Background: an optimization exercise with open tools, aiming at small area, a short achievable clock period and few clock cycles per item. Do not read the settings as production practice. Function was not checked in any run shown here: the RTL went through the layout flow alone. No run shown here takes its clock network from TritonCTS; it comes from the design's own scripts or RTL. No driver is modelled on the clock port, so clock power and skew are understated where the tree is cut down; a real chip needs a root buffer or a tree. Power and IR drop assume default switching activity.

[config.mk]
export PLATFORM = sky130hd
export DESIGN_NAME = main
export DESIGN_NICKNAME = main
export VERILOG_FILES = /design/flow/design.v
export SDC_FILE = /design/flow/constraint.sdc
export NUM_CORES = 4
export LEC_CHECK = 0
export CAP_MARGIN = 20
export CORE_MARGIN = 2
export CORE_UTILIZATION = 65
export SLEW_MARGIN = 20
export SYNTH_HIERARCHICAL = 1
export SYNTH_MINIMUM_KEEP_SIZE = 0
[constraint.sdc]
create_clock -name core_clock -period 6.0 [get_ports {clock}]
set_input_delay 1.2000 -clock core_clock [delete_from_list [all_inputs] [get_ports {clock}]]
set_output_delay 1.2000 -clock core_clock [all_outputs]
set_load 0.01 [all_outputs]
[design.v]
module main(output [95:0] out,output reg [95:0]fec,output reg [15:0]crc,output reg status,input data,clock,start);
    reg [4:0]  c;        
    reg        run;      
    reg [2:0]  h;        
    reg [31:0] H, L;     
    reg [31:0] T;        
    reg [15:0] R;        
    wire cz = (c[3:0] == 4'd0);
    wire last = c[4] & cz;
    always @(posedge clock, posedge start) begin
        if (start) begin
            c      <= 5'd0;
            status <= 1'b0;
            h      <= 3'd0;
        end else begin
            c <= {c[3:0], c[4] ^ c[2] ^ cz};
            if (last) status <= 1'b1;
            h <= {h[1:0], data};
        end
    end
    always @(posedge clock, posedge start) begin
        if (start) run <= 1'b1;
        else if (last) run <= 1'b0;
    end
    wire hs = ~run;
    wire fb = R[15] ^ data;
    wire [15:0] Rn = {R[14]^fb, R[13:2], R[1]^fb, R[0], fb};
    wire [15:0] R_d;
    genvar j;
    generate
        for (j = 0; j < 16; j = j + 1) begin : gr
            hold3 hr(R_d[j], hs, run, R[j], Rn[j], start);
        end
    endgenerate
    always @(posedge clock) R <= R_d;
    wire [18:0] v = {Rn[0],Rn[1],Rn[2],Rn[3],Rn[4],Rn[5],Rn[6],Rn[7],
                     Rn[8],Rn[9],Rn[10],Rn[11],Rn[12],Rn[13],Rn[14],Rn[15], data, h[0], h[1]};
    reg [31:0] Tn;
    integer k;
    always @* begin
        for (k = 32; k < 48; k = k + 1) begin
            Tn[2*(47-k)+1] = v[k-29] ^ v[k-31] ^ v[k-32];
            Tn[2*(47-k)]   = v[k-29] ^ v[k-30] ^ v[k-31] ^ v[k-32];
        end
    end
    wire hi_in = data ^ h[1] ^ h[2];
    wire lo_in = hi_in ^ h[0];
    wire [31:0] H_d, L_d, T_d;
    generate
        for (j = 0; j < 32; j = j + 1) begin : gc
            hold2 hh(H_d[j], hs, run, H[j], j == 31 ? hi_in : H[(j + 1) % 32]);
            hold2 hl(L_d[j], hs, run, L[j], j == 31 ? lo_in : L[(j + 1) % 32]);
            hold2 ht(T_d[j], hs, run, T[j], Tn[j]);
        end
    endgenerate
    always @(posedge clock) begin
        H <= H_d;
        L <= L_d;
        T <= T_d;
    end
    integer i;
    always @* begin
        crc = R;
        for (i = 0; i < 32; i = i + 1) begin
            fec[95-2*i] = H[i];
            fec[94-2*i] = L[i];
        end
        fec[31:0] = T;
    end
    interleaver C(fec[23:0],fec[47:24],fec[71:48],fec[95:72],out);
endmodule
module hold2(output y, input s, ns, q, d);
    assign y = (s & q) | (ns & d);
endmodule
module hold3(output y, input s, ns, q, d, st);
    assign y = (s & q) | (ns & d) | st;
endmodule
module interleaver(
input [23:0] byte0,
input [23:0] byte1,
input [23:0] byte2,
input [23:0] byte3,
output [95:0]OP
);
wire [23:0] out0,out1,out2,out3;
assign out0 ={byte3[5:0],byte2[5:0],byte1[5:0],byte0[5:0]};
assign out1 ={byte3[11:6],byte2[11:6],byte1[11:6],byte0[11:6]};
assign out2 ={byte3[17:12],byte2[17:12],byte1[17:12],byte0[17:12]};
assign out3 ={byte3[23:18],byte2[23:18],byte1[23:18],byte0[23:18]};
assign OP[95:0] ={out0[23:0],out1[23:0],out2[23:0],out3[23:0]};
endmodule
[flow/run.sh]
#!/bin/bash
# Standard ORFS layout (the standard.sh, unchanged synthesis) with:
#  - port buffers made from the smallest plain buffer instead of a delay cell;
#  - a flat one-level clock distribution (flow/clk.tcl) instead of an H-tree;
#  - two passes: the first pass's routed, extracted layout plans gate upsizing
#    (flow/plan.tcl, flow/size.tcl), and the second pass redoes CTS onwards with it.
set -euo pipefail
args=('BUFFER_PORTS_ARGS=-buffer_cell sky130_fd_sc_hd__buf_1' "PRE_CTS_TCL=$PWD/flow/clk.tcl")
R=orfs/results/sky130hd/main/base
L=orfs/logs/sky130hd/main/base
rm -f sizes.txt
bash standard.sh "${args[@]}" finish > pass1_flow.log 2>&1
openroad -no_init -exit flow/plan.tcl > plan.log 2>&1
mkdir -p pass1
cp -r "$L" pass1/logs
cp "$R/6_final.odb" pass1/
rm -f "$R"/4_* "$R"/5_* "$R"/6_* out/final.def
bash standard.sh "${args[@]}" finish > pass2_flow.log 2>&1
[flow/clk.tcl]
set bufcell sky130_fd_sc_hd__clkbuf_16
set block [ord::get_db_block]
set clknet [$block findNet clock]
set sinks {}
foreach it [$clknet getITerms] {
  set inst [$it getInst]
  set b [$inst getBBox]
  lappend sinks [list $it [expr {([$b xMin] + [$b xMax]) / 2}] [expr {([$b yMin] + [$b yMax]) / 2}]]
}
set sinks [lsort -integer -index 1 $sinks]
set n [llength $sinks]
set nbuf [expr {min(4, ($n + 26) / 27)}]
set master [[ord::get_db] findMaster $bufcell]
for {set g 0} {$g < $nbuf} {incr g} {
  set lo [expr {$g * $n / $nbuf}]
  set hi [expr {($g + 1) * $n / $nbuf - 1}]
  set grp [lrange $sinks $lo $hi]
  set sx 0; set sy 0
  foreach s $grp { incr sx [lindex $s 1]; incr sy [lindex $s 2] }
  set cx [expr {$sx / [llength $grp]}]
  set cy [expr {$sy / [llength $grp]}]
  set buf [odb::dbInst_create $block $master clkbuf_man_$g]
  set net [odb::dbNet_create $block clknet_man_$g]
  $net setSigType CLOCK
  [$buf findITerm A] connect $clknet
  [$buf findITerm X] connect $net
  foreach s $grp { set it [lindex $s 0]; $it disconnect; $it connect $net }
  $buf setLocation $cx $cy
  $buf setPlacementStatus PLACED
  puts "clock buffer $g: [llength $grp] sinks at $cx $cy"
}
set_propagated_clock [all_clocks]
proc clock_tree_synthesis {args} { puts "clock_tree_synthesis skipped: manual clock buffers" }

# Buffer the high-fanout nets (the hold-gate selects) with a fanout limit.
estimate_parasitics -placement
set_max_fanout 16 [current_design]
repair_design

set sizes [file join [file dirname [info script]] .. sizes.txt]
if {[file exists $sizes]} {
  set f [open $sizes]
  foreach line [split [read $f] \n] {
    if {[llength $line] != 2} continue
    replace_cell [get_cells [lindex $line 0]] [lindex $line 1]
    puts "sized [lindex $line 0] -> [lindex $line 1]"
  }
  close $f
}
[flow/plan.tcl]
# Load the first pass's final layout with its extracted parasitics and plan the
# gate sizes (flow/size.tcl); writes sizes.txt in the work folder.
set P $::env(FLOW_HOME)/platforms/sky130hd
set R orfs/results/sky130hd/main/base
read_db $R/6_final.odb
read_liberty $P/lib/sky130_fd_sc_hd__tt_025C_1v80.lib
read_sdc $R/6_final.sdc
source $P/setRC.tcl
read_spef $R/6_final.spef
set_propagated_clock [all_clocks]
set ::env(DONT_USE_CELLS) [exec sh -c {sed -n 's/^export DONT_USE_CELLS *[+:?]*= *//p' $0} $P/config.mk]
set ::sz_out sizes.txt
source [file join [file dirname [info script]] size.tcl]
[flow/size.tcl]
proc sz_area {} {
  set a 0
  foreach i [get_cells *] {
    set lc [get_lib_cells -quiet [get_property $i ref_name]]
    if {$lc ne ""} { set a [expr {$a + [get_property $lc area]}] }
  }
  return $a
}
proc sz_family {ref} {
  if {![regexp {^(sky130_fd_sc_hd__\w+?)_(\d+)$} $ref -> base sz]} { return {} }
  set out {}
  foreach lc [get_lib_cells -quiet ${base}_*] {
    set n [get_name $lc]
    if {[lsearch $::env(DONT_USE_CELLS) $n] >= 0} continue
    if {[regexp "^${base}_(\\d+)\$" $n -> s2] && $s2 > $sz} { lappend out [list $n $s2] }
  }
  return [lsort -integer -index 1 $out]
}
proc sz_carea {ref} { return [get_property [get_lib_cells $ref] area] }
set sz_period [expr {[info exists ::env(FLOW_PERIOD_NS)] ? $::env(FLOW_PERIOD_NS) : 6.0}]
set sz_A [sz_area]
set sz_best [expr {($sz_period - [worst_slack -max]) * $sz_A}]
set sz_bestn 0
set sz_done {}
puts "size: start period [expr {$sz_period - [worst_slack -max]}] area $sz_A"
for {set it 0} {$it < 200} {incr it} {
  set pe [lindex [find_timing_paths -path_delay max -group_path_count 1 -sort_by_slack] 0]
  set ep [get_property $pe endpoint]
  set s0 [get_property $ep slack_max]
  set cands {}
  foreach pt [get_property $pe points] {
    set pin [get_property $pt pin]
    if {[string first / [get_full_name $pin]] < 0} continue
    lappend cands [get_full_name [get_cells -of_objects $pin]]
  }
  set pick {}; set rate 0
  foreach c [lsort -unique $cands] {
    set cell [get_cells $c]
    set ref [get_property $cell ref_name]
    foreach f [sz_family $ref] {
      set n [lindex $f 0]
      replace_cell $cell $n
      set g [expr {[get_property $ep slack_max] - $s0}]
      set da [expr {[sz_carea $n] - [sz_carea $ref]}]
      replace_cell $cell $ref
      if {$da > 0 && $g > 0 && $g / $da > $rate} { set rate [expr {$g / $da}]; set pick [list $c $ref $n $da] }
    }
  }
  if {$pick eq ""} break
  replace_cell [get_cells [lindex $pick 0]] [lindex $pick 2]
  set sz_A [expr {$sz_A + [lindex $pick 3]}]
  lappend sz_done $pick
  set sc [expr {($sz_period - [worst_slack -max]) * $sz_A}]
  if {$sc < $sz_best} { set sz_best $sc; set sz_bestn [llength $sz_done] }
}
# undo the moves after the best state
for {set i [expr {[llength $sz_done] - 1}]} {$i >= $sz_bestn} {incr i -1} {
  set d [lindex $sz_done $i]
  replace_cell [get_cells [lindex $d 0]] [lindex $d 1]
}
set f [open $::sz_out w]
foreach d [lrange $sz_done 0 [expr {$sz_bestn - 1}]] {
  puts "size: [lindex $d 0] [lindex $d 1] -> [lindex $d 2]"
  puts $f [list [lindex $d 0] [lindex $d 2]]
}
close $f
puts "size: kept $sz_bestn of [llength $sz_done] moves; period [expr {$sz_period - [worst_slack -max]}] area [sz_area]"
[standard.sh]
#!/bin/bash
# synth_recipe.tcl (not shown) runs the flow's synth.tcl, then flattens the netlist and writes it again
# the make line also repeats each setting of config.mk as NAME=value (left out here)
make -C /OpenROAD-flow-scripts/flow DESIGN_CONFIG=/design/flow/config.mk WORK_HOME=/design/flow/orfs CLKGATE_MAP_FILE= SYNTH_SCRIPT=/design/flow/synth_recipe.tcl "${@:-finish}"
==> results of run 1 <==
-- routing by layer --
layer	vias to the layer above	global-route usage [%]	wire length (um)
met5	-	0	0
met4	0	1.28	60
met3	4	1.17	457
met2	120	38.3	4710
met1	1611	28.7	4070
li1	1615	-	-
-- final cells by class --
cell class,instances,area share (%)
Buffer,4,1.90
Inverter,3,0.309
Multi-Input combinational cell,173,29.3
Sequential cell,122,47.5
Tap cell,99,2.35
Timing Repair Buffer,229,18.6
-- worst register-to-register path, delay by kind of cell, from the launching register on --
kind / cells / cell delay (ps)
buffers and inverters: 5 / 2360
DFF: 1 / 680
AOI/OAI and AO/OA: 1 / 430
-- placed cells by master (no fill, tap or decap), drive strengths merged --
| master | n |
|---|---|
| buf | 212 |
| dfxtp | 112 |
| a22o | 96 |
| xnor2 | 39 |
| clkdlybuf4s50 | 17 |
| xor2 | 16 |
| a221o | 16 |
| dfrtp | 9 |
| clkbuf | 4 |
| inv | 2 |
| clkinv | 1 |
| nor3 | 1 |
| nor2 | 1 |
| xor3 | 1 |
| nand3b | 1 |
| nand2b | 1 |
| and2 | 1 |
| dfstp | 1 |
-- Yosys stat by module (local to each module, per instance) --
module       times used  area [sq um]  cells  flops+latches
hold2                96          8.76      1              0
main                  1          3150    199            122
hold3                16          10.0      1              0
interleaver           1           721     96              0
-- worst paths after layout --
check,slack [ps],endpoint,depth (start not counted),startpoint
setup / recovery,2420,R[15],6,run
hold / removal,400,c[2],0,c[1]
setup reg to reg,2420,R[15],6,run
hold reg to reg,400,c[2],0,c[1]
max in group asynchronous,3780,run,3,start
min in group asynchronous,1910,c[0],3,start
-- power by group through the flow --
| stage | sequential, uW | combinational [uW] | clock [uW] |
|---|---|---|---|
| floorplan | 830 | 12.0 | 0 |
| global placement | 831 | 16.1 | 0 |
| detailed placement | 831 | 16.1 | 0 |
| CTS | 812 | 17.5 | 324 |
| global route | 813 | 19.0 | 352 |
| finish | 812 | 17.4 | 319 |
-- flip-flops by register name, summed over array words and instances, names as in the netlist --
| signal | count |
|---|---|
| H | 32 |
| L | 32 |
| R | 16 |
| T | 32 |
| c | 5 |
| h | 3 |
| run | 1 |
| status | 1 |
-- per-stage QoR --
| step | instances | worst slack, ps | hold slack (ps) | power, uW | utilization (%) |
|---|---|---|---|---|---|
| global route | 630 | 2280 | 426 | 1180 | 72.5 |
| detailed placement | 609 | 2770 | 366 | 847 | 68.6 |
| finish | 630 | 2420 | 397 | 1150 | 72.5 |
| global placement | 609 | 2780 | 358 | 847 | 68.6 |
| CTS | 630 | 2390 | 400 | 1150 | 72.5 |
| floorplan | 407 | 2360 | 355 | 842 | - |
-- logic make-up (layout without fill, tap and decap cells) --
logic type	Yosys count	in the layout	share of synthesized area, %
flip-flops	122	122	51.2
XOR/XNOR	56	56	10.6
buffers and inverters	112	236	17.0
AND/OR/NAND/NOR	5	5	0.591
AO/OA/AOI/OAI	112	112	20.6
==> flow_summary.json, run 1 <==
{
  "synth_area_leader_cell": "dfxtp_1",
  "synthesis.area_sq_um": 4870,
  "firstDrtPassIters": 6,
  "vias": 3350,
  "min_period_ps": 3580,
  "regArea_sq_um": 2500,
  "p_sw_share_pct": 17.9,
  "syn_nets": 410,
  "track_usage_pct": 20.9,
  "grt_max_degree": 32,
  "grt_pass1_wl_um": 14600,
  "drc": 0,
  "crit_type": "register to register",
  "slew_viol_final": 0,
  "syn_area_per_cell_sq_um": 12.0,
  "path_clk_slew_ps": 110,
  "cts_setup_buffers": 0,
  "ctsResizeCount": 0,
  "worstPathRequired_ps": 6060,
  "fin_nets": 536,
  "cts_hold_buf": 0,
  "start_util_pct": 67.1,
  "holdCritPathClass": "register to register",
  "ys_ff_latch": 122,
  "status": "timing/DRC/antenna clean",
  "cp.arrival_ps": 3640,
  "port-buffer-count": 211,
  "ir_worst_vdd_v": 0.000269,
  "drive_gt1_share_pct": 2.64,
  "cp_common_cell": "clkdlybuf4s50_2",
  "final.fill_count": 579,
  "setup_viol": 0,
  "path_buf_inv": 5,
  "final_area_sq_um": 5260,
  "core_sq_um": 7250,
  "ant_nets": 0,
  "yosys-top-cells-count": "dfxtp_1, buf_4, a22o_1",
  "cp_slowest_cell": "clkdlybuf4s50_2",
  "path_delay_family": "buffers and inverters",
  "startpoint_type": "register",
  "diodes": 0,
  "p_leak_uw": 0.00193,
  "p_sw_uw": 205,
  "synth.distinct_cells": 16,
  "postPlaceCellArea_sq_um": 4980,
  "maxCapViolCount": 0,
  "synthToLayoutAreaGrowth_pct": 8.10,
  "dp_hpwl_um": 5900,
  "yosysMostFrequentCell": "dfxtp_1",
  "intPower_uw": 943,
  "multi_input_area_sq_um": 1540,
  "cp_max_fo": 16,
  "critPathMaxStageDelay_ps": 740,
  "syn_inst": 407,
  "die_y_um": 90.5,
  "synth-edff-count": 0,
  "clk_latency_ps": 170,
  "power_frac_seq_pct": 70.7,
  "yosys_warnings": 7,
  "overflow": 0,
  "p_clk_share_pct": 27.7,
  "power_density_nw_per_um2": 218,
  "die_width_um": 90.5,
  "drt-total-wl_um": 9300,
  "endpoint_kind": "register",
  "grt_pass1_vias": 2806,
  "hold_violations": 0,
  "tns_ps": 0,
  "place_congestion": 0.735,
  "antenna_found_initial": 0,
  "via_per_inst": 5.32,
  "combPwrFrac_pct": 1.5,
  "drt_iter0_drc": 119,
  "timing.slew.headroom_pct": 59.1,
  "num_rows": 31,
  "fp.dieArea_sq_um": 8200,
  "crit_chain": "clkdlybuf4s50_2 -> clkinv_4 -> buf_6 -> clkdlybuf4s50_2 -> clkdlybuf4s50_2 -> a221o_1",
  "pin_count": 212,
  "post_drt_wl_per_cell_um": 14.8,
  "async_flop_share_pct": 8.20,
  "clock.fmax_ghz": 0.279,
  "synth_top_flop_cell": "dfxtp_1",
  "min_period_over_period_pct": 59.7,
  "synthTopCellsByArea": "dfxtp_1, a22o_1, buf_4",
  "clock-skew-final_ps": 6.66,
  "worst_pin_slew_ps": 612,
  "rsz0062_at_grt": "false",
  "synth_top_area_share_pct": 46.1,
  "ys_seq_area_share_pct": 51.2
}
==> run 2, diff against run 1 <==
--- a/flow/clk.tcl
+++ b/flow/clk.tcl
@@ -35,6 +35,7 @@
 # Buffer the high-fanout nets (the hold-gate selects) with a fanout limit.
 estimate_parasitics -placement
 set_max_fanout 16 [current_design]
+set_dont_use [get_lib_cells {*clkdlybuf* *dlygate* *dlymetal*}]
 repair_design
 
 set sizes [file join [file dirname [info script]] .. sizes.txt]
==> flow_summary.json, run 2 <==
{
  "fin_nets": 536,
  "clock.fmax_ghz": 0.451,
  "synthesis.area_sq_um": 4870,
  "timing.slew.headroom_pct": 52.2,
  "async_flop_share_pct": 8.20,
  "power_density_nw_per_um2": 222,
  "antenna_found_initial": 0,
  "ir_worst_vdd_v": 0.000317,
  "status": "timing/DRC/antenna clean",
  "diodes": 0,
  "ant_nets": 0,
  "dp_hpwl_um": 5900,
  "postPlaceCellArea_sq_um": 4980,
  "routed-wl-met3_um": 479,
  "drt-total-wl_um": 9040,
  "firstDrtPassIters": 4,
  "tns_ps": 0,
  "track_usage_pct": 20.5,
  "die_width_um": 90.5,
  "num_rows": 31,
  "post_drt_wl_per_cell_um": 14.3,
  "maxCapViolCount": 0,
  "die_y_um": 90.5,
  "setup_viol": 0,
  "grt_max_degree": 32,
  "synth_top_flop_cell": "dfxtp_1",
  "crit_type": "primary input to register",
  "syn_inst": 407,
  "overflow": 0,
  "holdCritPathClass": "register to register",
  "hp-start": "c[0]",
  "grt_pass1_wl_um": 14300,
  "grt_pass1_vias": 2760,
  "r2r_start": "run",
  "min_period_ps": 2220,
  "vias": 3326,
  "clk_latency_ps": 170,
  "whs_ps": 392,
  "clock-skew-final_ps": 9.02,
  "hold_violations": 0,
  "port-buffer-count": 211,
  "worstPathRequired_ps": 6070,
  "min_period_over_period_pct": 37.0,
  "endpoint_kind": "register",
  "yosysMostFrequentCell": "dfxtp_1",
  "timing.rr.end": "R[3]",
  "final_area_sq_um": 5170,
  "synth_fa_ha_area_share_pct": 0,
  "startpoint_type": "primary input",
  "drive_gt1_share_pct": 3.20,
  "final_cell_mix": "buf_1, dfxtp_1, a22o_1",
  "synth.distinct_cells": 16,
  "worst_pin_slew_ps": 718,
  "synthTopCellsByArea": "dfxtp_1, a22o_1, buf_4",
  "synth_top_area_share_pct": 46.1,
  "fp.dieArea_sq_um": 8200,
  "cts_hold_buf": 0,
  "via_per_inst": 5.28,
  "route.met2.wl_um": 4470,
  "syn_area_per_cell_sq_um": 12.0,
  "cp_max_fo": 5,
  "crit_path_start": "data",
  "ctsResizeCount": 0,
  "synth.area.mux_share_pct": 0,
  "fin_ws_ps": 3780,
  "yosys-top-cells-count": "dfxtp_1, buf_4, a22o_1",
  "synth-edff-count": 0,
  "reg_top3": "H x32, L x32, T x32",
  "final_util_pct": 71.3,
  "layout_commonest_cell": "buf_1",
  "synthToLayoutAreaGrowth_pct": 6.32,
  "synth_top_family_by_area": "compound AO/OA/AOI/OAI gates",
  "yosys.area_share.simple_pct": 0.591,
  "wl_met1_um": 4030,
  "rsz0062_at_grt": "false",
  "synth_xor_area_share_pct": 10.6,
  "synth_area_leader_cell": "dfxtp_1",
  "post-place-ws_ps": 2770,
  "synth_compound_area_share_pct": 20.6,
  "cp.arrival_ps": 2290,
  "core_sq_um": 7250,
  "rrSetupSlack_ps": 3860,
  "pin_count": 212,
  "top_layer": "met4",
  "ys_ff_latch": 122,
  "start_util_pct": 67.1,
  "syn_nets": 410,
  "drc": 0,
  "slew_viol_final": 0,
  "ys_seq_area_share_pct": 51.2,
  "final.fill_count": 586,
  "endpoint": "T[25]",
  "yosys_warnings": 7,
  "cts_setup_buffers": 0,
  "path_clk_slew_ps": 110,
  "place_congestion": 0.735,
  "rr_worst_depth": 6,
  "p_leak_uw": 0.00190,
  "drt_iter0_drc": 121
}
## run 2: cell counts after synthesis
Identical to the previous run, type by type.
## run 2: layout make-up
cell class	count	area, sq um	area share (%)
timing repair buffer	229	890	17.2
multi-input combinational	173	1550	30.0
inverter	3	12.5	0.242
tap	99	124	2.39
sequential	122	2500	48.3
buffer	4	100	1.93
## run 2: cell families (layout without fill, tap and decap cells)
| group | Yosys count | count (layout) |
|---|---|---|
| XOR/XNOR | 56 | 56 |
| AO/OA/AOI/OAI | 112 | 112 |
| flip-flops | 122 | 122 |
| AND/OR/NAND/NOR | 5 | 5 |
| buffers and inverters | 112 | 236 |
## run 2: worst max-delay path, stage by stage
cell	delay [ps]
buf_12	90
xor3_2	480
xnor2_2	180
xnor2_1	150
a22o_1	190
## run 2: per-stage QoR
step,power [uW],cells
after floorplan,842,407
after global placement,847,609
after detailed placement,847,609
after CTS,1150,630
after global routing,1190,630
final,1150,630
## run 2: routing by layer
| layer | up-vias | track usage, % |
|---|---|---|
| met5 | - | 0 |
| met4 | 0 | 1.15 |
| met3 | 4 | 1.25 |
| met2 | 125 | 37.4 |
| met1 | 1579 | 28.1 |
| li1 | 1618 | - |
## run 2: worst min path at each step
stage | slack [ps] | end | depth (start not counted)
after floorplan | 350 | c[4] | 0
after global placement | 360 | c[1] | 0
after detailed placement | 370 | c[1] | 0
after CTS | 390 | c[1] | 0
after global routing | 410 | c[1] | 0
final | 390 | c[1] | 0
## run 2: power breakdown
group | total (uW) | switching [uW] | leakage (uW) | internal, uW
Combinational | 18.1 | 9.61 | 0.000838 | 8.51
Sequential | 812 | 0.946 | 0.00102 | 811
Clock | 320 | 196 | 0.0000493 | 124
## run 2: modules after synthesis (local to each module, per instance)
module / cells inside / cell area, sq um / copies in the design / flip-flops and latches
interleaver: 96 / 721 / 1 / 0
main: 199 / 3150 / 1 / 122
hold3: 1 / 10.0 / 16 / 0
hold2: 1 / 8.76 / 96 / 0
==> run 3, diff against run 2 <==
--- a/design.v
+++ b/design.v
@@ -23,28 +23,46 @@
         else if (last) run <= 1'b0;
     end
     wire hs = ~run;
-    wire fb = R[15] ^ data;
+    wire fb;
     wire [15:0] Rn = {R[14]^fb, R[13:2], R[1]^fb, R[0], fb};
+    xor2 xfb(fb, R[15], data);
+    wire r15n, r2n;
+    xor2 x15(r15n, R[14] ^ R[15], data);
+    xor2 x2(r2n, R[1] ^ R[15], data);
+    wire [15:0] Rd = {r15n, R[13:2], r2n, R[0], fb};
     wire [15:0] R_d;
     genvar j;
     generate
         for (j = 0; j < 16; j = j + 1) begin : gr
-            hold3 hr(R_d[j], hs, run, R[j], Rn[j], start);
+            hold3 hr(R_d[j], hs, run, R[j], Rd[j], start);
         end
     endgenerate
     always @(posedge clock) R <= R_d;
-    wire [18:0] v = {Rn[0],Rn[1],Rn[2],Rn[3],Rn[4],Rn[5],Rn[6],Rn[7],
-                     Rn[8],Rn[9],Rn[10],Rn[11],Rn[12],Rn[13],Rn[14],Rn[15], data, h[0], h[1]};
-    reg [31:0] Tn;
+    wire [15:0] Rn0 = {R[14]^R[15], R[13:2], R[1]^R[15], R[0], R[15]};
+    wire [18:0] v0 = {Rn0[0],Rn0[1],Rn0[2],Rn0[3],Rn0[4],Rn0[5],Rn0[6],Rn0[7],
+                      Rn0[8],Rn0[9],Rn0[10],Rn0[11],Rn0[12],Rn0[13],Rn0[14],Rn0[15], 1'b0, h[0], h[1]};
+    reg [31:0] T0;
     integer k;
     always @* begin
         for (k = 32; k < 48; k = k + 1) begin
-            Tn[2*(47-k)+1] = v[k-29] ^ v[k-31] ^ v[k-32];
-            Tn[2*(47-k)]   = v[k-29] ^ v[k-30] ^ v[k-31] ^ v[k-32];
+            T0[2*(47-k)+1] = v0[k-29] ^ v0[k-31] ^ v0[k-32];
+            T0[2*(47-k)]   = v0[k-29] ^ v0[k-30] ^ v0[k-31] ^ v0[k-32];
         end
     end
-    wire hi_in = data ^ h[1] ^ h[2];
-    wire lo_in = hi_in ^ h[0];
+    localparam [31:0] TD = 32'ha3000034;
+    wire [31:0] Tn;
+    generate
+        for (j = 0; j < 32; j = j + 1) begin : gt
+            if (TD[j]) begin : gx
+                xor2 xt(Tn[j], T0[j], data);
+            end else begin : gn
+                assign Tn[j] = T0[j];
+            end
+        end
+    endgenerate
+    wire hi_in, lo_in;
+    xor2 xhi(hi_in, h[1] ^ h[2], data);
+    xor2 xlo(lo_in, h[0] ^ h[1] ^ h[2], data);
     wire [31:0] H_d, L_d, T_d;
     generate
         for (j = 0; j < 32; j = j + 1) begin : gc
@@ -69,6 +87,9 @@
     end
     interleaver C(fec[23:0],fec[47:24],fec[71:48],fec[95:72],out);
 endmodule
+module xor2(output y, input a, b);
+    assign y = a ^ b;
+endmodule
 module hold2(output y, input s, ns, q, d);
     assign y = (s & q) | (ns & d);
 endmodule
==> flow_summary.json, run 3 <==
{
  "status": "timing/DRC/antenna clean",
  "min_period_over_period_pct": 33.0,
  "hold_depth": 0,
  "hold_end": "c[1]",
  "drive_gt1_share_pct": 7.49,
  "dp_hpwl_um": 6330,
  "endpoint_kind": "primary output",
  "power_density_nw_per_um2": 214,
  "ys_ff_latch": 122,
  "yosys.area_share.simple_pct": 0.585,
  "core_sq_um": 7290,
  "synthTopCellsByArea": "dfxtp_1, a22o_1, buf_4",
  "synthesis.area_sq_um": 4920,
  "synth-edff-count": 0,
  "vias": 3373,
  "clock.fmax_ghz": 0.506,
  "syn_nets": 415,
  "holdCritPathClass": "register to register",
  "diodes": 0,
  "worst_pin_slew_ps": 750,
  "slew_viol_final": 0,
  "final_util_pct": 73.0,
  "yosys-top-cells-count": "dfxtp_1, buf_4, a22o_1",
  "final_area_sq_um": 5320,
  "ant_nets": 0,
  "p_leak_uw": 0.00196,
  "min_period_ps": 1980,
  "critPathMaxStageDelay_ps": 400,
  "cp_max_fo": 5,
  "clock-skew-final_ps": 11.4,
  "pin_count": 212,
  "grt_pass1_vias": 2923,
  "cts_setup_buffers": 0,
  "synth.distinct_cells": 16,
  "rrSetupSlack_ps": 4030,
  "track_usage_pct": 22.4,
  "cp_slowest_cell": "dfxtp_2",
  "fin_nets": 539,
  "startpoint_type": "register",
  "use_met2_pct": 38.8,
  "hold_violations": 0,
  "drc": 0,
  "die_width_um": 91.0,
  "synth_area_leader_cell": "dfxtp_1",
  "overflow": 0,
  "die_y_um": 91.0,
  "hp-start": "c[0]",
  "place_inst": 613,
  "ir_worst_vdd_v": 0.000237,
  "place_congestion": 0.717,
  "timing.rr.end": "H[3]",
  "timing.slew.headroom_pct": 50.0,
  "fp.dieArea_sq_um": 8280,
  "crit_chain": "buf_1",
  "tns_ps": 0,
  "stdcell_count": 633,
  "setup_viol": 0,
  "met3_usage_pct": 1.24,
  "clk_latency_ps": 170,
  "regArea_sq_um": 2520,
  "firstDrtPassIters": 4,
  "rr_worst_depth": 8,
  "top_usage_layer": "met2",
  "antenna_found_initial": 0,
  "via_per_inst": 5.33,
  "synth_top_flop_cell": "dfxtp_1",
  "port-buffer-count": 211,
  "grt_pass1_wl_um": 15600,
  "drt-total-wl_um": 9860,
  "fin_ws_ps": 4020,
  "reg_top3": "H x32, L x32, T x32",
  "layout_commonest_cell": "buf_1",
  "maxCapViolCount": 0,
  "rsz0062_at_grt": "false",
  "path_delay_family": "flip-flops",
  "use_met1_pct": 32.4,
  "syn_area_per_cell_sq_um": 11.9,
  "synth_fa_ha_area_share_pct": 0,
  "synth.area.mux_share_pct": 0,
  "postPlaceCellArea_sq_um": 5020,
  "worstPathRequired_ps": 4800,
  "final.fill_count": 579,
  "cp.arrival_ps": 780,
  "drt_iter0_drc": 100,
  "path_buf_inv": 1,
  "path_clk_slew_ps": 110,
  "num_rows": 31,
  "synth_compound_area_share_pct": 20.4,
  "crit_type": "register to primary output",
  "async_flop_share_pct": 8.20,
  "post_drt_wl_per_cell_um": 15.6,
  "multi_input_area_sq_um": 1590,
  "yosysMostFrequentCell": "dfxtp_1",
  "yosys_warnings": 7,
  "ctsResizeCount": 0,
  "r2r_start": "run",
  "synth_top_family_by_area": "compound AO/OA/AOI/OAI gates",
  "synth_top_area_share_pct": 45.6,
  "ys_seq_area_share_pct": 50.7,
  "cts_hold_buf": 0,
  "post-place-ws_ps": 2670,
  "synth_xor_area_share_pct": 11.4,
  "start_util_pct": 67.4,
  "syn_inst": 412,
  "final_cell_mix": "buf_1, dfxtp_1, a22o_1",
  "grt_max_degree": 32,
  "synthToLayoutAreaGrowth_pct": 8.27
}
-- run 3: cell count changes after synthesis, sizes merged --
| cell | previous run | this run |
|---|---|---|
| xnor2 | 39 | 28 |
| buf | 109 | 110 |
| xor3 | 1 | 0 |
| inv | 3 | 2 |
| xor2 | 16 | 33 |
-- run 3: report_power, final --
group | leakage, uW | internal (uW) | total, uW | switching, uW
Clock | 0.0000493 | 124 | 316 | 192
Sequential | 0.00101 | 810 | 811 | 1.11
Combinational | 0.000901 | 5.21 | 14.2 | 9.01
Total | 0.00196 | 939 | 1140 | 202
-- run 3: kinds of logic after synthesis --
group,Yosys count
flip-flops,122
AO/OA/AOI/OAI,112
buffers and inverters,112
XOR/XNOR,61
AND/OR/NAND/NOR,5
-- run 3: worst max-delay path by stage --
stage          startpoint  depth (start not counted)  endpoint
3_3_place_gp          run                          3     R[11]
5_1_grt             R[11]                          1   crc[11]
4_1_cts             R[11]                          1   crc[11]
2_1_floorplan         run                          2      R[0]
6_report             R[0]                          1    crc[0]
3_5_place_dp          run                          3      R[9]
-- run 3: cell type report --
cell class / instances / area share (%)
flip-flops and latches: 122 / 47.4
repair buffers: 228 / 18.2
multi-input cells: 178 / 29.9
plain buffers: 4 / 1.88
inverters: 2 / 0.376
well taps: 99 / 2.33
-- run 3: metal layers --
| layer | part of all wire (%) | vias to the layer above |
|---|---|---|
| li1 | - | 1629 |
| met1 | 45 | 1633 |
| met2 | 50 | 105 |
| met3 | 4.0 | 6 |
| met4 | 1.1 | 0 |
| met5 | 0 | - |
-- run 3: Yosys stat by module (local to each module, per instance) --
module | flip-flops and latches | cell area (sq um)
hold2 | 0 | 8.76
hold3 | 0 | 10.0
interleaver | 0 | 721
main | 122 | 3090
xor2 | 0 | 8.76
-- run 3: per-stage QoR --
step | hold WS [ps] | total power (uW)
floorplan | 355 | 839
global placement | 363 | 844
detailed placement | 365 | 845
CTS | 395 | 1150
global route | 413 | 1180
finish | 390 | 1140

==> afterwards: timing with drivers on the ports <==
Ports are ideal in the flow. The routed layouts listed here were re-timed in OpenROAD. Step 1 assumes that a clkbuf_16 drives the clock port and a buf_2 every other input. Step 2 also shifts input and output timing later by t, the mid clock arrival at the registers, as if the neighbouring blocks saw the same clock. Slacks: no drivers / after step 1 / after step 2; pairs: no drivers / after step 1.
run	t (ns)	slack for setup (ns)	worst setup path after step 2
run 1	0.236	2.418 / 2.418 / 2.418	register to register
run 2	0.239	3.782 / 3.781 / 3.542	input to register
run 3	0.237	4.023 / 3.951 / 3.952	input to register
After both steps every run listed still meets setup and hold. For run 2, which loses most, drivers alone change the setup slack by -0.001 ns; drivers and shift together by -0.240 ns.
